What follows belongs to an exercise in optimizing a design on an open flow for small area, a short achievable clock period and few clock cycles; a production flow would make more cautious choices.
Function was checked by simulation only, so behaviour that the tests miss may differ from the original.

==> flow/design.v (outline; a module is shown in full before it is edited, if it fits) <==
// module fir_filter: 2421 lines
// module fir_fa: 4 lines
// module fir_ha: 4 lines
module fir_filter #(
    parameter DATA_WIDTH = 16,
    parameter TAPS = 16
)(
    input wire clk,
    input wire reset,
    input wire start_fir,
    input wire [1:0] filter_mode,
    input wire [TAPS*DATA_WIDTH-1:0] input_buffer,
    output reg signed [DATA_WIDTH-1:0] fir_output,
    output reg fir_done
);
  // ...
==> flow/flow/run.sh <==
#!/bin/bash
# The standard layout (standard.sh), with smaller port buffers and power
# recovery (downsizing of gates off the critical paths) after global routing.
set -uo pipefail
bash standard.sh "BUFFER_PORTS_ARGS=-buffer_cell sky130_fd_sc_hd__buf_1" RECOVER_POWER=100 finish > standard_make.log 2>&1
==> flow/standard.sh <==
#!/bin/bash
# synth_recipe.tcl (not shown) runs the flow's synth.tcl, then flattens the netlist and writes it again
# the make line also repeats each setting of config.mk as NAME=value (left out here)
make -C /OpenROAD-flow-scripts/flow DESIGN_CONFIG=/design/flow/config.mk WORK_HOME=/design/flow/orfs CLKGATE_MAP_FILE= SYNTH_SCRIPT=/design/flow/synth_recipe.tcl "${@:-finish}"
==> flow/config.mk <==
export PLATFORM = sky130hd
export DESIGN_NAME = fir_filter
export DESIGN_NICKNAME = fir_filter
export VERILOG_FILES = /design/flow/design.v
export SDC_FILE = /design/flow/constraint.sdc
export NUM_CORES = 4
export LEC_CHECK = 0
export CAP_MARGIN = 20
export CORE_MARGIN = 2
export CORE_UTILIZATION = 40
export GPL_TIMING_DRIVEN = 0
export PLACE_DENSITY = 0.6
export SETUP_SLACK_MARGIN = 4.0
export SLEW_MARGIN = 20
export SYNTH_HIERARCHICAL = 1
export SYNTH_MINIMUM_KEEP_SIZE = 0
==> flow/constraint.sdc <==
create_clock -name core_clock -period 11.0 [get_ports {clk}]
set_input_delay 2.2000 -clock core_clock [delete_from_list [all_inputs] [get_ports {clk}]]
set_output_delay 2.2000 -clock core_clock [all_outputs]
set_load 0.01 [all_outputs]
==> flow_summary.yaml, run 1 <==
cells_and_area:
  final-clk-cell-share_pct: 1.448
  fill_cells: 4262
  nNonClkBuffers: 388
  top_register: "r_eg"
  largest_class: "multi-input gates"
  synthToLayoutAreaGrowth_pct: 16.90
  layout.nets: 2911
  fin_util_pct: 47.29
  layout.cells.non_filler: 2715
  n_all_inverters: 33
  largest_reg_flops: 17
setup_path:
  crit_end: "r0_16$_DFF_P_"
  critPathCaptureType: "flop"
  crit_buf_inv: 5
  required_ps: 11170
  crit_cells: 14
yosys:
  synth_commonest_cells: "fa_1 (460), nand2_1 (371), o211ai_1 (103)"
  yosysMostFrequentCell: "fa_1"
  synth-main-ff-cell: "dfxtp_1"
  seq_area_frac_synth_pct: 7.078
  syn_area_per_cell_sq_um: 9.878
  yosys_register_bits: 63
  synth_edf_count: 0
clock_tree:
  clk_pin_slew_ps: 60
  cts_resized: 269
  holdBufCountCts: 0
placed_design:
  place_ws_ps: 2413
grt:
  grtUsageMet1_pct: 45.88
  first_global_vias: 17690
timing:
  relSlewSlack_pct: 26.08
  drv_slew: 0
routing:
  ant_nets: 0
  met3_length_microns: 11110
  wl_met1_microns: 29780
outcome:
  status: "complete, no violations"
floorplan:
  die-height_microns: 215.5
  floorplan.initialDensity_pct: 40.45
Testbench counts, summed over its fixed seeds: cycles 1,032.
==> run 2: changes to the inputs <==
==> flow/flow/run.sh (replaced) <==
#!/bin/bash
# The standard layout (standard.sh) with smaller port buffers (buf_1).
set -uo pipefail
bash standard.sh "BUFFER_PORTS_ARGS=-buffer_cell sky130_fd_sc_hd__buf_1" finish > standard_make.log 2>&1
--- a/flow/config.mk
+++ b/flow/config.mk
@@ -10,7 +10,7 @@
 export CORE_UTILIZATION = 40
 export GPL_TIMING_DRIVEN = 0
 export PLACE_DENSITY = 0.6
-export SETUP_SLACK_MARGIN = 4.0
+export SETUP_SLACK_MARGIN = 4.6
 export SLEW_MARGIN = 20
 export SYNTH_HIERARCHICAL = 1
 export SYNTH_MINIMUM_KEEP_SIZE = 0
==> run 2 against run 1 <==
Sequential share of layout area fell by 0.39 points. Via count rose by 0.38%. Critical endpoint is now r0_6$_DFF_P_. Largest cell class unchanged.
==> flow_summary.yaml, run 2 <==
outcome:
  status: "complete, no violations"
setup_path:
  required_ps: 11200
  cpLargestDelayFamily: "adder cells"
  path_max_fanout: 10
  critPathCaptureType: "flop"
  crit_buf_inv: 5
  cp_common_cell: "fa_2"
  cp_slowest_cell: "fa_2"
  start_kind: "input port"
  cp_cell_sequence: "buf_12 -> inv_8 -> ha_4 -> clkbuf_16 -> clkinv_2 -> clkbuf_4 -> o211ai_1 -> fa_2 -> fa_2 -> fa_2 -> fa_2 -> fa_2 -> fa_2 -> fa_2"
  critical-path-max-stage-delay_ps: 620
  critPathKind: "in -> reg"
  cp.arrival_ps: 7070
clock_tree:
  numCtsBuffers: 9
  clock-root-buffer: "clkbuf_16"
  clkSinkCount: 63
  cts_tree: "done"
  holdBufCountCts: 0
  clk_pin_slew_ps: 60
  h-tree-depth: 3
  clk_path_buf_depth: 2
grt:
  gr-total-overflow: 0
  grt_pass1_wl_microns: 118600
  grt_use_total_pct: 35.74
  antenna_found_initial: 0
  grt_max_degree: 13
  first_global_vias: 17920
placed_design:
  gp_congestion: 1.010
  dpl.hpwl_microns: 66330
  port_buffers: 277
timing:
  drv_slew: 0
  setup_viol: 0
  fmax_ghz: 0.1457
  relSlewSlack_pct: 39.40
  hold_viol: 0
  worst_pin_slew_ps: 908.9
  setup_tns_ps: 0
  rsz0062_at_grt: "true"
  fin_crit_sh_pct: 62.41
  finalCriticalPeriod_ps: 6865
routing:
  totalWireLength_microns: 82500
  wl_per_cell_microns: 30.06
  via_per_inst: 6.180
  ant_nets: 0
  firstDrtPassIters: 7
  drt_iter0_drc: 2177
  drc: 0
  vias: 16960
yosys:
  synth_commonest_cells: "fa_1 (460), nand2_1 (371), o211ai_1 (103)"
  async_flop_share_pct: 1.587
  synth.top_cells.by_area: "fa_1 (51%), nand2_1 (7.8%), dfxtp_1 (6.9%)"
  seq_area_frac_synth_pct: 7.078
  syn_area_sq_um: 17890
  synth_cell_types: 54
  synth_edf_count: 0
  yosysMostFrequentCell: "fa_1"
  yosys_register_bits: 63
  yosysTopAreaCell: "fa_1"
  syn_area_per_cell_sq_um: 9.878
  synth-main-ff-cell: "dfxtp_1"
  syn_inst: 1811
  yosysWarnings: 7
  synth_top_area_share_pct: 51.48
floorplan:
  die-height_microns: 215.5
  floorplan.initialDensity_pct: 40.45
  fp.dieW_microns: 215.5
  fp-row-count: 77
  core-area_sq_um: 44220
  io_pins: 278
  dieArea_sq_um: 46430
cells_and_area:
  fill_cells: 4110
  drive_gt1_share_pct: 16.22
  final_common_cell: "fa_1"
  largest_reg_flops: 17
  layout.nets: 2946
  final_cell_mix: "fa_1 (375), nand2_1 (371), buf_1 (261), o211ai_1 (103), nor2_1 (97)"
  synthToLayoutAreaGrowth_pct: 25.24
  top_register: "r_eg"
hold_path:
  holdCritPathClass: "in -> async"
flow_run:
  maxCapViolCount: 0
==> run 2: cell counts after synthesis <==
Identical to the previous run, type by type.
==> run 2: cell type report <==
type	count	area, sq um	area share, %
repair buffers	319	1498	6.685
inverters	33	145.1	0.6478
clock buffers	11	252.7	1.128
clock inverters	5	63.81	0.2848
flip-flops and latches	63	1294	5.774
multi-input cells	1617	16870	75.29
well taps	592	740.7	3.306
diodes	1	2.502	0.01117
plain buffers	104	1540	6.874
==> run 2: cells by family (layout without fill, tap and decap cells) <==
family | count (synthesis) | after routing | share of synthesized area, %
AND/OR/NAND/NOR | 651 | 651 | 15.81
AO/OA/AOI/OAI | 392 | 392 | 15.72
XOR/XNOR | 21 | 21 | 1.028
buffers and inverters | 137 | 472 | 2.972
adder cells (fa/ha/maj) | 538 | 538 | 56.93
other | 1 | 8 | 0.02096
flip-flops | 63 | 63 | 7.078
multiplexers | 8 | 8 | 0.4476
==> run 2: routing by layer <==
layer / global-route usage [%] / up-vias / wire length [microns]
li1: - / 6890 / -
met3: 11.32 / 262 / 10780
met1: 46.61 / 8470 / 30660
met4: 16.16 / 0 / 4685
met2: 54.53 / 1341 / 36380
met5: 0 / - / 0
==> run 2: per-module statistics from Yosys (local to each module, per instance) <==
module	flops+latches	cell area, sq um	cells inside
fir_fa	0	20.02	1
fir_filter	63	8263	1317
fir_ha	0	12.51	1
==> run 2: per-stage QoR <==
stage	hold slack, ps	setup WS, ps	area, sq um	std cells	util, %
after floorplan	1929	4345	18270	1817	-
after global placement	2013	3065	20050	2686	45.35
after detailed placement	2007	3033	20050	2686	45.35
after CTS	1644	4153	22040	2730	49.83
after global routing	1639	4093	22400	2744	50.66
final	1659	4135	22410	2745	50.67
==> run 2: timing repair <==
item,CTS,global route
setup buffers,23,13
setup endpoints to repair,56,51
pin swaps,112,71
gates cloned,5,1
gates resized for setup,330,78
==> run 2: how the worst max path moves through the flow <==
stage / from / end / slack (ps) / cells after the start
2_1_floorplan: filter_mode[1] / r0_6$_DFF_P_ / 4350 / 14
3_3_place_gp: filter_mode[1] / r0_12$_DFF_P_ / 3060 / 14
3_5_place_dp: filter_mode[0] / r0_12$_DFF_P_ / 3030 / 13
4_1_cts: filter_mode[1] / r0_6$_DFF_P_ / 4150 / 15
5_1_grt: filter_mode[0] / r0_5$_DFF_P_ / 4090 / 15
6_report: filter_mode[0] / r0_6$_DFF_P_ / 4130 / 14
==> run 3: changes to the inputs <==
--- a/flow/config.mk
+++ b/flow/config.mk
@@ -10,7 +10,7 @@
 export CORE_UTILIZATION = 40
 export GPL_TIMING_DRIVEN = 0
 export PLACE_DENSITY = 0.6
-export SETUP_SLACK_MARGIN = 4.6
+export SETUP_SLACK_MARGIN = 3.5
 export SLEW_MARGIN = 20
 export SYNTH_HIERARCHICAL = 1
 export SYNTH_MINIMUM_KEEP_SIZE = 0
==> run 3 against run 2 <==
Clock-buffer cell count fell by 2. Core utilization fell by 4.8 points. Maximum frequency shrank 7.6%. Critical path depth did not move. Routed wire length fell by 1.5%.
==> flow_summary.yaml, run 3 <==
outcome:
  status: "complete, no violations"
placed_design:
  gp_congestion: 1.016
  port_buffers: 277
  dpl.hpwl_microns: 66600
timing:
  fmax_ghz: 0.1346
  setup_viol: 0
  finalCriticalPeriod_ps: 7432
  hold_viol: 0
  timing.hold.ws_ps: 1657
  setup_tns_ps: 0
  drv_slew: 0
  relSlewSlack_pct: 30.05
  rsz0062_at_grt: "true"
  fin_crit_sh_pct: 67.56
  worst_pin_slew_ps: 1049
cells_and_area:
  synthToLayoutAreaGrowth_pct: 13.29
  top_register: "r_eg"
  register_area_sq_um: 1266
  final_cell_mix: "fa_1 (460), nand2_1 (371), buf_1 (280), o211ai_1 (103), nor2_1 (97)"
  layout.nets: 2904
  fill_cells: 4299
  largest_reg_flops: 17
  multiInputGateArea_sq_um: 16130
  final_common_cell: "fa_1"
  drive_gt1_share_pct: 5.261
floorplan:
  dieArea_sq_um: 46430
  fp-row-count: 77
  io_pins: 278
  core-area_sq_um: 44220
  floorplan.initialDensity_pct: 40.45
  die-height_microns: 215.5
  fp.dieW_microns: 215.5
yosys:
  syn_inst: 1811
  synth_cell_types: 54
  async_flop_share_pct: 1.587
  yosysMostFrequentCell: "fa_1"
  syn_area_per_cell_sq_um: 9.878
  yosys_register_bits: 63
  synth_edf_count: 0
  synth-main-ff-cell: "dfxtp_1"
  yosysTopAreaCell: "fa_1"
  synth_top_area_share_pct: 51.48
  seq_area_frac_synth_pct: 7.078
  yosysWarnings: 7
  syn_area_sq_um: 17890
  synth.top_cells.by_area: "fa_1 (51%), nand2_1 (7.8%), dfxtp_1 (6.9%)"
  synth_commonest_cells: "fa_1 (460), nand2_1 (371), o211ai_1 (103)"
clock_tree:
  cts_tree: "done"
  h-tree-depth: 3
  holdBufCountCts: 0
  clk_path_buf_depth: 2
  numCtsBuffers: 9
  clk_pin_slew_ps: 60
  clock-root-buffer: "clkbuf_16"
  clkSinkCount: 63
  cts_setup_buffers: 0
grt:
  antenna_found_initial: 3
  gr-total-overflow: 0
  grt_pass1_wl_microns: 117000
  top_usage_layer: "met2"
  grtUsageMet1_pct: 45.54
  grt_use_total_pct: 35.39
  grt_max_degree: 14
  grt.met3_usage_pct: 9.965
  grt_use_met2_pct: 54.45
  first_global_vias: 17670
routing:
  drc: 0
  vias: 16810
  ant_nets: 0
  firstDrtPassIters: 9
  wl_per_cell_microns: 30.03
  drt_iter0_drc: 2109
  totalWireLength_microns: 81260
  via_per_inst: 6.213
setup_path:
  critPathCaptureType: "flop"
  path_max_fanout: 10
  start_kind: "input port"
  required_ps: 11200
  critPathKind: "in -> reg"
  cp.arrival_ps: 7630
flow_run:
  maxCapViolCount: 0
hold_path:
  holdCritPathClass: "in -> async"
run 3: cell counts after synthesis:
Identical to the previous run, type by type.
run 3: per-layer routing:
layer  vias to the layer above  wire length, microns
met5                         -                     0
met4                         0                  4961
met3                       290                 10180
met2                      1295                 36280
met1                      8422                 29840
li1                       6805                     -
run 3: cell families after synthesis:
family | Yosys count | synth area share [%]
DFF | 63 | 7.078
xor gates and xnor gates | 21 | 1.028
buffers and inverters | 137 | 2.972
other | 1 | 0.02096
muxes | 8 | 0.4476
adders and majority gates | 538 | 56.93
and+or+nand+nor | 651 | 15.81
AOI/OAI and AO/OA | 392 | 15.72
run 3: timing repair:
action,in CTS,in global routing
setup endpoints to repair,35,28
cloned,0,0
gates resized for setup,122,65
pin swaps,0,1
run 3: cell type report:
class                      count  share of cell area, %
timing repair buffer         277                  5.130
tap                          592                  3.655
buffer                       104                  3.099
sequential                    63                  6.248
inverter                      33                 0.6174
antenna                        4                0.04939
multi-input combinational   1617                  79.60
clock buffer                   9                  1.111
clock inverter                 7                 0.4939
run 3: critical path, cell delays in order:
cell and delay, ps:
buf_1 120, inv_1 100, ha_1 240, clkbuf_2 220, buf_2 250, clkdlybuf4s15_2 580
a22o_1 240, fa_1 450, fa_1 530, fa_1 580, fa_1 480, fa_1 570
fa_1 610, fa_1 450
run 3: modules after synthesis, one instance, submodules excluded:
module | copies in the design | flops+latches | area (sq um) | cells inside
fir_filter | 1 | 63 | 8263 | 1317
fir_ha | 35 | 0 | 12.51 | 1
fir_fa | 459 | 0 | 20.02 | 1
run 3: how the worst max path moves through the flow:
stage	depth (start not counted)	start	end	slack (ps)
2_1_floorplan	15	filter_mode[0]	r0_4$_DFF_P_	3880
3_3_place_gp	16	filter_mode[0]	r0_11$_DFF_P_	2370
3_5_place_dp	16	filter_mode[0]	r0_13$_DFF_P_	2300
4_1_cts	15	filter_mode[0]	r0_12$_DFF_P_	3520
5_1_grt	16	filter_mode[0]	r0_11$_DFF_P_	3460
6_report	14	filter_mode[0]	r0_6$_DFF_P_	3570
run 3: metrics by stage:
step                cells  utilization (%)  area (sq um)  setup slack, ps
floorplan            1817                -         17910             3878
global placement     2686            44.53         19690             2373
detailed placement   2686            44.54         19690             2304
CTS                  2702            45.66         20190             3516
global route         2705            45.83         20260             3465
finish               2706            45.83         20270             3568
==> run 4: changes to the inputs <==
--- a/flow/config.mk
+++ b/flow/config.mk
@@ -10,7 +10,7 @@
 export CORE_UTILIZATION = 40
 export GPL_TIMING_DRIVEN = 0
 export PLACE_DENSITY = 0.6
-export SETUP_SLACK_MARGIN = 3.5
+export SETUP_SLACK_MARGIN = 4.0
 export SLEW_MARGIN = 20
 export SYNTH_HIERARCHICAL = 1
 export SYNTH_MINIMUM_KEEP_SIZE = 0
==> run 4 against run 3 <==
Still clean. Worst hold slack got worse by 4.0 ps. Sequential cell count did not move. Worst setup slack improved by 490 ps. Die area did not move. Critical path depth did not move. Synthesized cell count did not move. Non-clock buffer count rose by 7. Maximum frequency rose by 7.1%. Highest routed layer unchanged.
==> flow_summary.yaml, run 4 <==
clock_tree:
  clk_pin_slew_ps: 60
  clk_path_buf_depth: 2
  numCtsBuffers: 9
  cts_tree: "done"
  h-tree-depth: 3
  clock-root-buffer: "clkbuf_16"
  clkSinkCount: 63
timing:
  timing.hold.ws_ps: 1653
  fin_crit_sh_pct: 63.10
  rsz0062_at_grt: "true"
  relSlewSlack_pct: 41.56
  fmax_ghz: 0.1441
  setup_tns_ps: 0
  setup_viol: 0
  worst_pin_slew_ps: 876.6
  drv_slew: 0
  hold_viol: 0
  finalCriticalPeriod_ps: 6941
yosys:
  synthSimpleGateAreaFrac_pct: 15.81
  syn_inst: 1811
  async_flop_share_pct: 1.587
  syn_area_sq_um: 17890
  synth_top_area_share_pct: 51.48
  yosysTopAreaCell: "fa_1"
  synthAdderAreaFrac_pct: 56.93
  yosysWarnings: 7
  synth_cell_types: 54
  synth.top_cells.by_area: "fa_1 (51%), nand2_1 (7.8%), dfxtp_1 (6.9%)"
  yosysMostFrequentCell: "fa_1"
  synth-main-ff-cell: "dfxtp_1"
  synth_top_family_by_area: "adder cells"
  synthXorXnorAreaFrac_pct: 1.028
  yosys_register_bits: 63
  syn_area_per_cell_sq_um: 9.878
  synth_commonest_cells: "fa_1 (460), nand2_1 (371), o211ai_1 (103)"
  seq_area_frac_synth_pct: 7.078
  synth_edf_count: 0
  synthMuxAreaShare_pct: 0.4476
  synth-compound-area-share_pct: 15.72
floorplan:
  dieArea_sq_um: 46430
  fp-row-count: 77
  fp.dieW_microns: 215.5
  die-height_microns: 215.5
  io_pins: 278
  floorplan.initialDensity_pct: 40.45
  core-area_sq_um: 44220
setup_path:
  critPathCaptureType: "flop"
  required_ps: 11200
  path_max_fanout: 10
  cp.arrival_ps: 7140
  start_kind: "input port"
  critPathKind: "in -> reg"
grt:
  antenna_found_initial: 4
  gr-total-overflow: 0
  grt_max_degree: 14
  grt_use_total_pct: 35.22
  first_global_vias: 17690
  grt_pass1_wl_microns: 117200
cells_and_area:
  drive_gt1_share_pct: 9.211
  largest_reg_flops: 17
  synthToLayoutAreaGrowth_pct: 17.90
  final_cell_mix: "fa_1 (439), nand2_1 (371), buf_1 (277), o211ai_1 (103), nor2_1 (97)"
  final_common_cell: "fa_1"
  layout.nets: 2911
  fill_cells: 4227
  top_register: "r_eg"
placed_design:
  dpl.hpwl_microns: 66420
  gp_congestion: 0.9707
  port_buffers: 277
routing:
  drc: 0
  ant_nets: 0
  drt_iter0_drc: 2445
  totalWireLength_microns: 81280
  via_per_inst: 6.244
  wl_per_cell_microns: 29.96
  vias: 16940
  firstDrtPassIters: 10
flow_run:
  maxCapViolCount: 0
outcome:
  status: "complete, no violations"
hold_path:
  holdCritPathClass: "in -> async"
-- run 4: cell counts after synthesis --
Identical to the previous run, type by type.
-- run 4: final timing paths --
kind | start | slack [ps] | cells after the start | endpoint
setup / recovery | filter_mode[0] | 4060 | 14 | r0_6$_DFF_P_
hold / removal | reset | 1650 | 2 | fir_done$_DFF_PP0_
max in group asynchronous | reset | 9260 | 2 | fir_done$_DFF_PP0_
min in group core_clock | start_fir | 1950 | 1 | fir_done$_DFF_PP0_
-- run 4: cell type report --
class / count / area (sq um) / area share (%)
diodes: 4 / 10.01 / 0.04746
plain buffers: 104 / 1136 / 5.386
clock buffers: 9 / 225.2 / 1.068
clock inverters: 7 / 77.57 / 0.3678
inverters: 33 / 127.6 / 0.6051
multi-input cells: 1617 / 16380 / 77.64
flip-flops and latches: 63 / 1291 / 6.122
well taps: 592 / 740.7 / 3.512
repair buffers: 284 / 1109 / 5.256
-- run 4: stage by stage --
stage               instance area, sq um  setup WS [ps]  util, %  instances
CTS                                20800           3958    47.03       2702
global route                       21090           3963    47.69       2711
detailed placement                 19710           2413    44.57       2686
global placement                   19710           2451    44.57       2686
finish                             21090           4059    47.70       2713
floorplan                          17930           3997        -       1817
-- run 4: timing repair --
item | CTS | global route
resized for setup | 269 | 115
setup endpoints to repair | 41 | 37
hold buffers | 0 | 0
pin swaps | 66 | 47
buffers inserted | 0 | 7
-- run 4: cells by family after synthesis --
logic type / Yosys count
AO/OA/AOI/OAI: 392
XOR/XNOR: 21
adder cells (fa/ha/maj): 538
buffers and inverters: 137
flip-flops: 63
multiplexers: 8
other: 1
AND/OR/NAND/NOR: 651
-- run 4: layer usage --
metal	global-route usage, %	part of all wire, %
met1	45.88	36
met2	53.19	44
met3	11.73	14
met4	16.34	6.0
met5	0	0
-- run 4: worst max-delay path, cell delays in order --
cell and delay [ps]:
buf_6 110, inv_2 90, ha_4 160, clkbuf_8 160
clkinv_2 160, clkbuf_2 360, o211ai_1 330, fa_1 480
fa_1 520, fa_2 480, fa_1 590, fa_1 470
fa_1 550, fa_1 470
-- run 4: modules after synthesis (local to each module, per instance) --
module	copies in the design	cell area, sq um	flip-flops and latches	cells inside
fir_filter	1	8263	63	1317
fir_fa	459	20.02	0	1
fir_ha	35	12.51	0	1
==> run 5: changes to the inputs <==
--- a/flow/config.mk
+++ b/flow/config.mk
@@ -9,7 +9,7 @@
 export CORE_MARGIN = 2
 export CORE_UTILIZATION = 40
 export GPL_TIMING_DRIVEN = 0
-export PLACE_DENSITY = 0.6
+export PLACE_DENSITY = 0.75
 export SETUP_SLACK_MARGIN = 4.0
 export SLEW_MARGIN = 20
 export SYNTH_HIERARCHICAL = 1
==> run 5 against run 4 <==
Synthesized cell count stayed put. Routed wire length up 0.83%. Die area unchanged. Clock-buffer cell count did not move. Worst setup slack got worse by 70 ps. Non-clock buffer count increased by 4. Sequential share of layout area about the same. Final cell count rose by 0.15%. Largest cell class unchanged. Highest routed layer is now met5.
==> flow_summary.yaml, run 5 <==
grt:
  grt_use_total_pct: 35.36
  grt_max_degree: 14
  first_global_vias: 18070
  antenna_found_initial: 5
  gr-total-overflow: 0
  grt_pass1_wl_microns: 117900
cells_and_area:
  largest_reg_flops: 17
  final_common_cell: "fa_1"
  layout.nets: 2915
  final_cell_mix: "fa_1 (444), nand2_1 (370), buf_1 (273), o211ai_1 (103), nor2_1 (97)"
  top_register: "r_eg"
  synthToLayoutAreaGrowth_pct: 18.03
  drive_gt1_share_pct: 9.288
  fin_util_pct: 47.75
routing:
  wl_per_cell_microns: 30.17
  totalWireLength_microns: 81960
  vias: 17170
  drt_iter0_drc: 2435
  firstDrtPassIters: 7
  ant_nets: 0
  via_per_inst: 6.318
  drc: 0
clock_tree:
  numCtsBuffers: 9
  clock-root-buffer: "clkbuf_16"
  h-tree-depth: 3
  cts_tree: "done"
  holdBufCountCts: 0
  clkSinkCount: 63
  clk_path_buf_depth: 2
  clk_pin_slew_ps: 60
setup_path:
  path_max_fanout: 10
  crit_end: "r0_14$_DFF_P_"
  start_kind: "input port"
  critPathKind: "in -> reg"
  required_ps: 11180
  critPathCaptureType: "flop"
  startpoint: "filter_mode[0]"
  cp.arrival_ps: 7190
floorplan:
  dieArea_sq_um: 46430
  fp-row-count: 77
  floorplan.initialDensity_pct: 40.45
  io_pins: 278
  fp.dieW_microns: 215.5
  die-height_microns: 215.5
  core-area_sq_um: 44220
yosys:
  syn_area_sq_um: 17890
  synth_top_area_share_pct: 51.48
  synth.top_cells.by_area: "fa_1 (51%), nand2_1 (7.8%), dfxtp_1 (6.9%)"
  yosysTopAreaCell: "fa_1"
  yosys_register_bits: 63
  yosysWarnings: 7
  yosysMostFrequentCell: "fa_1"
  async_flop_share_pct: 1.587
  syn_inst: 1811
  synth_commonest_cells: "fa_1 (460), nand2_1 (371), o211ai_1 (103)"
  seq_area_frac_synth_pct: 7.078
  synth_edf_count: 0
  syn_area_per_cell_sq_um: 9.878
  synth_cell_types: 54
  synth-main-ff-cell: "dfxtp_1"
placed_design:
  gp_congestion: 1.031
  port_buffers: 277
  dpl.hpwl_microns: 66250
timing:
  worst_pin_slew_ps: 1008
  fmax_ghz: 0.1426
  relSlewSlack_pct: 32.77
  finalCriticalPeriod_ps: 7011
  hold_viol: 0
  fin_crit_sh_pct: 63.74
  rsz0062_at_grt: "true"
  drv_slew: 0
  setup_tns_ps: 0
  setup_viol: 0
outcome:
  status: "complete, no violations"
hold_path:
  holdCritPathClass: "in -> async"
flow_run:
  maxCapViolCount: 0
run 5: worst min-delay path by stage:
| stage | start | endpoint | slack, ps | cells past startpoint |
|---|---|---|---|---|
| after detailed placement | reset | fir_done$_DFF_PP0_ | 2010 | 2 |
| after global placement | reset | fir_done$_DFF_PP0_ | 2010 | 2 |
| after CTS | reset | fir_done$_DFF_PP0_ | 1640 | 2 |
| after global routing | reset | fir_done$_DFF_PP0_ | 1660 | 2 |
| final | reset | fir_done$_DFF_PP0_ | 1650 | 2 |
| after floorplan | reset | fir_done$_DFF_PP0_ | 1930 | 1 |
run 5: metrics by stage:
stage	area, sq um	setup slack [ps]	hold WS (ps)	std cells
floorplan	17930	3997	1929	1817
global placement	19710	2505	2011	2686
detailed placement	19710	2470	2010	2686
CTS	20770	3983	1643	2703
global route	21120	3969	1662	2717
finish	21120	3989	1651	2717
run 5: cell families after synthesis:
group | count (synthesis) | share of synthesized area (%)
simple gates | 651 | 15.81
fa+ha+maj | 538 | 56.93
compound gates | 392 | 15.72
buf+inv | 137 | 2.972
flops | 63 | 7.078
xor+xnor | 21 | 1.028
mux | 8 | 0.4476
other cells | 1 | 0.02096
run 5: area by class of cell:
| type | count | area [sq um] |
|---|---|---|
| flip-flops and latches | 63 | 1290 |
| clock inverters | 7 | 100.1 |
| plain buffers | 104 | 1081 |
| repair buffers | 288 | 1164 |
| diodes | 4 | 10.01 |
| well taps | 592 | 740.7 |
| clock buffers | 9 | 225.2 |
| fillers | 4184 | 23110 |
| inverters | 33 | 125.1 |
| multi-input cells | 1617 | 16380 |
run 5: metal layers:
| metal | global-route usage [%] | part of all wire (%) | vias up |
|---|---|---|---|
| met5 | 0 | 0.016 | - |
| met4 | 20.28 | 6.7 | 2 |
| met3 | 14.93 | 16 | 348 |
| met2 | 51.58 | 43 | 1496 |
| met1 | 44.00 | 35 | 8485 |
| li1 | - | - | 6836 |
run 5: repair_timing:
| action | in CTS | in global routing |
|---|---|---|
| setup endpoints to repair | 43 | 32 |
| gates resized for setup | 253 | 102 |
| endpoints found under the hold margin | 0 | 0 |
| gates cloned | 0 | 1 |
| setup buffers | 1 | 9 |
| pin swaps | 68 | 41 |
run 5: per-module statistics from Yosys, one instance, submodules excluded:
| module | times used | area [sq um] |
|---|---|---|
| fir_fa | 459 | 20.02 |
| fir_filter | 1 | 8263 |
| fir_ha | 35 | 12.51 |
run 5: critical path, stage by stage:
cell      delay (ps)
buf_4            140
inv_2             50
ha_1             190
clkbuf_4         200
buf_4            210
buf_8            180
nand2_1           90
o211ai_1         200
fa_1             680
fa_2             480
fa_2             570
fa_1             440
fa_1             490
fa_1             570
fa_1             490
==> run 6: changes to the inputs <==
--- a/flow/config.mk
+++ b/flow/config.mk
@@ -7,9 +7,9 @@
 export LEC_CHECK = 0
 export CAP_MARGIN = 20
 export CORE_MARGIN = 2
-export CORE_UTILIZATION = 40
+export CORE_UTILIZATION = 50
 export GPL_TIMING_DRIVEN = 0
-export PLACE_DENSITY = 0.75
+export PLACE_DENSITY = 0.65
 export SETUP_SLACK_MARGIN = 4.0
 export SLEW_MARGIN = 20
 export SYNTH_HIERARCHICAL = 1
==> run 6 against run 5 <==
Final cell count down 4.9%. Core utilization increased by 11 points. Via count is 0.59% lower. Critical endpoint is now r0_11$_DFF_P_.
==> flow_summary.yaml, run 6 <==
routing:
  totalWireLength_microns: 81860
  drt_iter0_drc: 2131
  vias: 17070
  drc: 0
  wl_per_cell_microns: 31.67
  via_per_inst: 6.602
  ant_nets: 0
  firstDrtPassIters: 6
floorplan:
  io_pins: 278
  dieArea_sq_um: 37310
  fp.dieW_microns: 193.2
  fp-row-count: 69
  core-area_sq_um: 35400
  floorplan.initialDensity_pct: 50.54
  die-height_microns: 193.2
clock_tree:
  clk_path_buf_depth: 2
  h-tree-depth: 3
  clkSinkCount: 63
  cts_tree: "done"
  numCtsBuffers: 9
  clock-root-buffer: "clkbuf_16"
  holdBufCountCts: 0
  clk_pin_slew_ps: 60
grt:
  first_global_vias: 17430
  grt.met3_usage_pct: 19.40
  grt_pass1_wl_microns: 115200
  antenna_found_initial: 4
  grtUsageMet1_pct: 57.60
  grt_use_met2_pct: 63.70
  grt_use_total_pct: 44.63
  gr-total-overflow: 0
  grt_max_degree: 13
  top_usage_layer: "met2"
timing:
  setup_ws_ps: 3908
  setup_viol: 0
  relSlewSlack_pct: 34.13
  setup_tns_ps: 0
  hold_viol: 0
  fin_crit_sh_pct: 64.47
  timing.hold.ws_ps: 1665
  finalCriticalPeriod_ps: 7092
  fmax_ghz: 0.1410
  drv_slew: 0
  rsz0062_at_grt: "true"
  worst_pin_slew_ps: 988.0
setup_path:
  cp_cell_sequence: "buf_8 -> inv_6 -> ha_4 -> inv_1 -> clkbuf_4 -> clkbuf_8 -> o211ai_1 -> fa_1 -> fa_1 -> fa_2 -> fa_1 -> fa_1 -> fa_1 -> fa_2"
  crit_buf_inv: 5
  cp_slowest_cell: "fa_2"
  critPathKind: "in -> reg"
  required_ps: 11250
  start_kind: "input port"
  critPathCaptureType: "flop"
  critical-path-max-stage-delay_ps: 650
  path_max_fanout: 10
  cp.arrival_ps: 7340
  cp_common_cell: "fa_1"
  cpLargestDelayFamily: "adder cells"
yosys:
  yosysWarnings: 7
  synth.top_cells.by_area: "fa_1 (51%), nand2_1 (7.8%), dfxtp_1 (6.9%)"
  yosys_register_bits: 63
  seq_area_frac_synth_pct: 7.078
  synth_top_area_share_pct: 51.48
  syn_area_sq_um: 17890
  syn_area_per_cell_sq_um: 9.878
  yosysTopAreaCell: "fa_1"
  synth_edf_count: 0
  synth_cell_types: 54
  synth-main-ff-cell: "dfxtp_1"
  async_flop_share_pct: 1.587
  yosysMostFrequentCell: "fa_1"
  synth_commonest_cells: "fa_1 (460), nand2_1 (371), o211ai_1 (103)"
  syn_inst: 1811
cells_and_area:
  register_area_sq_um: 1286
  multiInputGateArea_sq_um: 16370
  drive_gt1_share_pct: 9.155
  final_common_cell: "fa_1"
  layout.nets: 2913
  synthToLayoutAreaGrowth_pct: 16.88
  final_cell_mix: "fa_1 (445), nand2_1 (371), buf_1 (272), o211ai_1 (103), nor2_1 (97)"
  fill_cells: 3151
  largest_reg_flops: 17
  top_register: "r_eg"
placed_design:
  dpl.hpwl_microns: 65280
  port_buffers: 277
  place_ws_ps: 2363
  gp_congestion: 1.009
flow_run:
  maxCapViolCount: 0
outcome:
  status: "complete, no violations"
hold_path:
  holdCritPathClass: "in -> async"
## run 6: cell counts after synthesis
No cell type changed its count.
## run 6: cells by family after synthesis
logic type / count (synthesis) / synth area share [%]
and+or+nand+nor: 651 / 15.81
xor gates and xnor gates: 21 / 1.028
adders and majority gates: 538 / 56.93
AOI/OAI and AO/OA: 392 / 15.72
muxes: 8 / 0.4476
other: 1 / 0.02096
buffers and inverters: 137 / 2.972
DFF: 63 / 7.078
## run 6: how the worst max path moves through the flow
stage | start | end | depth (start not counted)
4_1_cts | filter_mode[1] | r0_14$_DFF_P_ | 15
6_report | filter_mode[1] | r0_11$_DFF_P_ | 14
3_5_place_dp | filter_mode[1] | r0_14$_DFF_P_ | 14
5_1_grt | filter_mode[0] | r0_14$_DFF_P_ | 15
3_3_place_gp | filter_mode[1] | r0_14$_DFF_P_ | 14
2_1_floorplan | filter_mode[1] | r0_4$_DFF_P_ | 14
## run 6: layer usage
| metal | up-vias | share of wire (%) |
|---|---|---|
| met2 | 1455 | 43 |
| met4 | 4 | 6.1 |
| met3 | 301 | 15 |
| met1 | 8466 | 36 |
| li1 | 6839 | - |
| met5 | - | 0.072 |
## run 6: repair_timing
| item | 4_1_cts | 5_1_grt |
|---|---|---|
| hold endpoints to repair | 0 | 0 |
| gates cloned | 0 | 0 |
| pin swaps | 42 | 45 |
| endpoints found under the setup margin | 42 | 36 |
| buffers inserted | 0 | 9 |
| resized for setup | 262 | 88 |
## run 6: stage by stage
| step | instances | utilization (%) | area [sq um] |
|---|---|---|---|
| 4_1_cts | 2571 | 58.21 | 20600 |
| 3_5_place_dp | 2555 | 55.22 | 19550 |
| 6_report | 2585 | 59.07 | 20910 |
| 3_3_place_gp | 2555 | 55.21 | 19540 |
| 2_1_floorplan | 1817 | - | 17930 |
| 5_1_grt | 2582 | 59.05 | 20900 |
## run 6: layout make-up
| type | instances | share of cell area [%] |
|---|---|---|
| diodes | 5 | 0.05984 |
| plain buffers | 104 | 5.002 |
| clock buffers | 10 | 1.143 |
| clock inverters | 6 | 0.4428 |
| inverters | 33 | 0.6462 |
| multi-input cells | 1617 | 78.28 |
| flip-flops and latches | 63 | 6.151 |
| well taps | 461 | 2.758 |
| repair buffers | 286 | 5.517 |
## run 6: modules after synthesis, one instance, submodules excluded
module      cells  flops+latches  cell area [sq um]  times used
fir_fa          1              0              20.02         459
fir_filter   1317             63               8263           1
fir_ha          1              0              12.51          35
==> run 7: changes to the inputs <==
--- a/flow/config.mk
+++ b/flow/config.mk
@@ -7,10 +7,10 @@
 export LEC_CHECK = 0
 export CAP_MARGIN = 20
 export CORE_MARGIN = 2
-export CORE_UTILIZATION = 50
-export GPL_TIMING_DRIVEN = 0
-export PLACE_DENSITY = 0.65
-export SETUP_SLACK_MARGIN = 4.0
+export CORE_UTILIZATION = 40
+export GPL_TIMING_DRIVEN = 1
+export PLACE_DENSITY = 0.6
+export SETUP_SLACK_MARGIN = 4.3
 export SLEW_MARGIN = 20
 export SYNTH_HIERARCHICAL = 1
 export SYNTH_MINIMUM_KEEP_SIZE = 0
==> run 7 against run 6 <==
Still clean on timing, DRC and antenna. Routed wire length is 15% lower. Die area up 24%. First-iteration DRC count decreased by 12%. Non-clock buffer count is 14 lower. Final cell count is 4.4% higher. Worst setup slack improved by 280 ps. Synthesized cell count unchanged. Critical path depth is 1 lower. Global-route usage decreased by 16 points.
==> flow_summary.yaml, run 7 <==
timing:
  fmax_ghz: 0.1469
  drv_slew: 0
  setup_viol: 0
  relSlewSlack_pct: 57.95
  finalCriticalPeriod_ps: 6807
  setup_tns_ps: 0
  hold_viol: 0
  rsz0062_at_grt: "true"
  worst_pin_slew_ps: 630.8
  fin_crit_sh_pct: 61.88
placed_design:
  port_buffers: 277
  gp_congestion: 0.8748
  dpl.cell_count: 2591
  dpl.hpwl_microns: 47360
setup_path:
  critPathKind: "reg -> out"
  required_ps: 8800
  startpoint: "r0_1$_DFF_P_"
  start_kind: "flop"
  path_max_fanout: 4
  critPathCaptureType: "primary output"
  cp.arrival_ps: 4610
clock_tree:
  clkSinkCount: 63
  clk_path_buf_depth: 2
  holdBufCountCts: 0
  h-tree-depth: 3
  clock-root-buffer: "clkbuf_16"
  clk_pin_slew_ps: 60
  numCtsBuffers: 9
  cts_tree: "done"
floorplan:
  dieArea_sq_um: 46430
  die-height_microns: 215.5
  core-area_sq_um: 44220
  fp.dieW_microns: 215.5
  fp-row-count: 77
  io_pins: 278
  floorplan.initialDensity_pct: 40.45
flow_run:
  maxCapViolCount: 0
yosys:
  synth_edf_count: 0
  synth_cell_types: 54
  syn_area_per_cell_sq_um: 9.878
  synth-main-ff-cell: "dfxtp_1"
  synth.top_cells.by_area: "fa_1 (51%), nand2_1 (7.8%), dfxtp_1 (6.9%)"
  yosysMostFrequentCell: "fa_1"
  syn_area_sq_um: 17890
  synth_top_area_share_pct: 51.48
  yosysWarnings: 7
  async_flop_share_pct: 1.587
  yosys_register_bits: 63
  syn_inst: 1811
  yosysTopAreaCell: "fa_1"
  synth_commonest_cells: "fa_1 (460), nand2_1 (371), o211ai_1 (103)"
  seq_area_frac_synth_pct: 7.078
cells_and_area:
  synthToLayoutAreaGrowth_pct: 21.91
  layout.nets: 2901
  layout.cells.non_filler: 2699
  largest_reg_flops: 17
  final_cell_mix: "fa_1 (422), nand2_1 (369), buf_1 (265), o211ai_1 (103), nor2_1 (96)"
  final_common_cell: "fa_1"
  top_register: "r_eg"
  register_area_sq_um: 1297
  multiInputGateArea_sq_um: 16710
  drive_gt1_share_pct: 12.10
  antenna_cells: 0
  fill_cells: 4054
routing:
  totalWireLength_microns: 69790
  vias: 16050
  drt_iter0_drc: 1871
  wl_met2_microns: 33330
  via_per_inst: 5.946
  route.top_layer_used: "met4"
  wl_per_cell_microns: 25.86
  drc: 0
  wl_met1_microns: 26360
  firstDrtPassIters: 6
  met3_length_microns: 7404
  ant_nets: 0
grt:
  antenna_found_initial: 1
  grt_pass1_wl_microns: 101600
  grt_use_total_pct: 28.98
  gr-total-overflow: 0
  first_global_vias: 16770
  grt_max_degree: 103
hold_path:
  holdCritPathClass: "in -> async"
outcome:
  status: "complete, no violations"
[run 7: cell count changes in the layout (fill, tap and decap cells not counted), moves of 14 or more]
cell and change:
clkbuf_2 -14, fa_1 -23, buf_16 +16, buf_4 +32, clkbuf_4 -16, fa_2 +23
clkbuf_8 -31
[run 7: per-stage QoR]
stage | setup slack [ps] | area, sq um | hold slack [ps] | utilization [%]
finish | 4193 | 21810 | 1649 | 49.32
global placement | 3013 | 19530 | 2006 | 44.16
global route | 4056 | 21810 | 1649 | 49.32
CTS | 4153 | 20940 | 1633 | 47.34
floorplan | 4305 | 18160 | 1929 | -
detailed placement | 2925 | 19530 | 2009 | 44.16
[run 7: modules after synthesis (local to each module, per instance)]
module | flops+latches | cells | area, sq um
fir_ha | 0 | 1 | 12.51
fir_filter | 63 | 1317 | 8263
fir_fa | 0 | 1 | 20.02
[run 7: worst max-delay path, stage by stage (launching register included)]
cell and delay (ps):
dfxtp_2 340, fa_1 570, fa_1 430, fa_1 520
fa_1 460, ha_4 310, nand4_1 130, or3_4 370
nand4_4 140, a31oi_4 120, o41ai_4 300, a41oi_2 170
a21oi_2 220, buf_2 170
[run 7: cell families (layout without fill, tap and decap cells)]
| family | Yosys count | in the layout | share of synthesized area (%) |
|---|---|---|---|
| other | 1 | 7 | 0.02096 |
| flip-flops | 63 | 63 | 7.078 |
| AND/OR/NAND/NOR | 651 | 651 | 15.81 |
| adder cells (fa/ha/maj) | 538 | 538 | 56.93 |
| XOR/XNOR | 21 | 21 | 1.028 |
| multiplexers | 8 | 8 | 0.4476 |
| AO/OA/AOI/OAI | 392 | 392 | 15.72 |
| buffers and inverters | 137 | 427 | 2.972 |
[run 7: final cells by class]
| class | instances | area share, % |
|---|---|---|
| repair inverters | 2 | 0.1434 |
| well taps | 592 | 3.396 |
| multi-input cells | 1617 | 76.62 |
| inverters | 33 | 0.6999 |
| clock inverters | 5 | 0.2582 |
| flip-flops and latches | 63 | 5.949 |
| repair buffers | 376 | 11.82 |
| clock buffers | 11 | 1.113 |
[run 7: what timing repair did]
item                                    CTS  global route
setup buffers                            34            34
cloned                                   15             9
endpoints found under the setup margin   52            41
gates resized for setup                  99           102
pin swaps                                39            72
[run 7: per-layer routing]
metal | track usage, % | up-vias
met5 | 0 | -
met4 | 10.07 | 0
met3 | 5.638 | 176
met2 | 47.78 | 1043
met1 | 38.31 | 8021
li1 | - | 6808
[run 7: worst max path at each step]
stage | endpoint | slack [ps] | depth (start not counted)
after floorplan | r0_4$_DFF_P_ | 4310 | 14
final | fir_output[14] | 4190 | 13
after CTS | fir_output[12] | 4150 | 13
after global routing | fir_output[12] | 4060 | 15
after detailed placement | r0_11$_DFF_P_ | 2930 | 14
after global placement | r0_4$_DFF_P_ | 3010 | 13
==> run 8: changes to the inputs <==
--- a/flow/config.mk
+++ b/flow/config.mk
@@ -10,7 +10,7 @@
 export CORE_UTILIZATION = 40
 export GPL_TIMING_DRIVEN = 1
 export PLACE_DENSITY = 0.6
-export SETUP_SLACK_MARGIN = 4.3
+export SETUP_SLACK_MARGIN = 4.0
 export SLEW_MARGIN = 20
 export SYNTH_HIERARCHICAL = 1
 export SYNTH_MINIMUM_KEEP_SIZE = 0
==> run 8 against run 7 <==
First-iteration DRC count fell by 14%. Global-route usage fell by 2.3 points. Worst hold slack got worse by 13 ps.
==> flow_summary.yaml, run 8 <==
clock_tree:
  clk_pin_slew_ps: 70
  h-tree-depth: 3
  clk_path_buf_depth: 2
  clock-root-buffer: "clkbuf_16"
  cts_tree: "done"
  numCtsBuffers: 9
  clkSinkCount: 63
cells_and_area:
  drive_gt1_share_pct: 5.488
  largest_reg_flops: 17
  final_area_sq_um: 20410
  top_register: "r_eg"
  synthToLayoutAreaGrowth_pct: 14.11
  final_cell_mix: "fa_1 (459), nand2_1 (371), buf_1 (271), o211ai_1 (103), nor2_1 (97)"
  fin_util_pct: 46.16
  antenna_cells: 0
  final_common_cell: "fa_1"
  layout.nets: 2835
placed_design:
  port_buffers: 277
  placed_area_sq_um: 19440
  gp_congestion: 0.8916
  dpl.hpwl_microns: 47990
yosys:
  synth-main-ff-cell: "dfxtp_1"
  yosys_register_bits: 63
  syn_area_sq_um: 17890
  syn_area_per_cell_sq_um: 9.878
  yosysTopAreaCell: "fa_1"
  yosysMostFrequentCell: "fa_1"
  synth.top_cells.by_area: "fa_1 (51%), nand2_1 (7.8%), dfxtp_1 (6.9%)"
  synth_top_area_share_pct: 51.48
  synth_edf_count: 0
  async_flop_share_pct: 1.587
  synth_commonest_cells: "fa_1 (460), nand2_1 (371), o211ai_1 (103)"
  yosysWarnings: 7
  seq_area_frac_synth_pct: 7.078
  synth_cell_types: 54
  syn_inst: 1811
setup_path:
  cp.arrival_ps: 7140
  cp_slowest_cell: "fa_1"
  start_kind: "input port"
  crit_buf_inv: 4
  critPathCaptureType: "flop"
  required_ps: 11220
  cp_cell_sequence: "clkbuf_2 -> inv_2 -> ha_4 -> inv_12 -> buf_8 -> o211ai_1 -> fa_1 -> fa_1 -> fa_1 -> fa_1 -> fa_1 -> fa_1 -> fa_1"
  cp_common_cell: "fa_1"
  critPathKind: "in -> reg"
  critical-path-max-stage-delay_ps: 650
  path_max_fanout: 40
  cpLargestDelayFamily: "adder cells"
floorplan:
  fp-row-count: 77
  die-height_microns: 215.5
  floorplan.initialDensity_pct: 40.45
  fp.dieW_microns: 215.5
  core-area_sq_um: 44220
  dieArea_sq_um: 46430
  io_pins: 278
routing:
  totalWireLength_microns: 63480
  firstDrtPassIters: 7
  vias: 15610
  drt_iter0_drc: 1618
  via_per_inst: 5.929
  drc: 0
  wl_per_cell_microns: 24.11
  ant_nets: 0
grt:
  grt_pass1_wl_microns: 94920
  grtUsageMet1_pct: 35.36
  grt_max_degree: 79
  top_usage_layer: "met2"
  grt_use_met2_pct: 45.61
  gr-total-overflow: 0
  antenna_found_initial: 1
  grt.met3_usage_pct: 3.397
  first_global_vias: 16130
  grt_use_total_pct: 26.64
timing:
  setup_tns_ps: 0
  drv_slew: 0
  rsz0062_at_grt: "true"
  relSlewSlack_pct: 58.10
  worst_pin_slew_ps: 628.5
  fin_crit_sh_pct: 62.87
  fmax_ghz: 0.1446
  setup_viol: 0
  hold_viol: 0
  timing.hold.ws_ps: 1635
  finalCriticalPeriod_ps: 6916
hold_path:
  holdCritPathClass: "in -> async"
outcome:
  status: "complete, no violations"
flow_run:
  maxCapViolCount: 0
[run 8: cells by family after synthesis]
logic type	count (synthesis)	share of synthesized area, %
buffers and inverters	137	2.972
AO/OA/AOI/OAI	392	15.72
flip-flops	63	7.078
other	1	0.02096
adder cells (fa/ha/maj)	538	56.93
multiplexers	8	0.4476
XOR/XNOR	21	1.028
AND/OR/NAND/NOR	651	15.81
[run 8: final timing paths]
| path | end | start | cells after the start |
|---|---|---|---|
| max | r0_5$_DFF_P_ | filter_mode[1] | 13 |
| min | fir_done$_DFF_PP0_ | reset | 2 |
| max in group asynchronous | fir_done$_DFF_PP0_ | reset | 2 |
| min in group core_clock | fir_done$_DFF_PP0_ | start_fir | 1 |
[run 8: Yosys stat by module (local to each module, per instance)]
module	cells	flip-flops and latches	times used	cell area [sq um]
fir_ha	1	0	35	12.51
fir_filter	1317	63	1	8263
fir_fa	1	0	459	20.02
[run 8: cell type report]
type | instances | area, sq um
clock buffer | 9 | 225.2
clock inverter | 7 | 96.34
fill | 4258 | 23810
inverter | 33 | 136.4
multi-input combinational | 1617 | 16320
sequential | 63 | 1297
tap | 592 | 740.7
timing repair buffer | 312 | 1602
[run 8: routing by layer]
metal | up-vias | wire length (microns)
met4 | 0 | 2215
met2 | 927 | 31310
met1 | 7871 | 24430
li1 | 6659 | -
met5 | - | 0
met3 | 155 | 5526
[run 8: through the flow]
stage               instances  setup WS (ps)
CTS                      2621           4002
global route             2633           3964
floorplan                1817           3997
detailed placement       2591           2924
finish                   2633           4084
global placement         2591           3015
[run 8: repair_timing]
item	in CTS	in global routing
buffers inserted	11	7
cloned	3	5
pin swaps	5	27
gates resized for setup	39	51
setup endpoints to repair	43	35
hold buffers	0	0

re-timing with driven ports:
The results above use ideal ports. As a check the final layouts listed here were re-extracted and re-timed, cells and wires unchanged. Step 1 assumes that a clkbuf_16 drives the clock port and a buf_2 every other input. Step 2, shift: input delay + t, output delay - t, t = (earliest + latest rising clock arrival at the registers) / 2. This alone moves slack from input paths to output paths. a / b / c = ideal ports / drivers / drivers and shift; a / b = the first two.
run | t, ns | slack for setup (ns) | worst setup path after step 2 | pins driven straight from the clock port
run 1 | 0.379 | 2.442 / 2.465 / 2.086 | input to register | 1
run 2 | 0.373 | 4.135 / 4.120 / 3.747 | input to register | 1
run 3 | 0.376 | 3.568 / 3.588 / 3.212 | input to register | 1
run 4 | 0.380 | 4.059 / 4.063 / 3.683 | input to register | 1
run 5 | 0.375 | 3.989 / 3.992 / 3.617 | input to register | 1
run 6 | 0.373 | 3.908 / 3.904 / 3.531 | input to register | 1
run 7 | 0.389 | 4.193 / 4.144 / 3.887 | input to register | 1
run 8 | 0.398 | 4.084 / 4.062 / 3.712 | input to register | 1
After both steps every run listed still meets setup and hold. The setup slack of run 2, which loses most, moves by -0.015 ns with the drivers and by -0.388 ns with both steps.
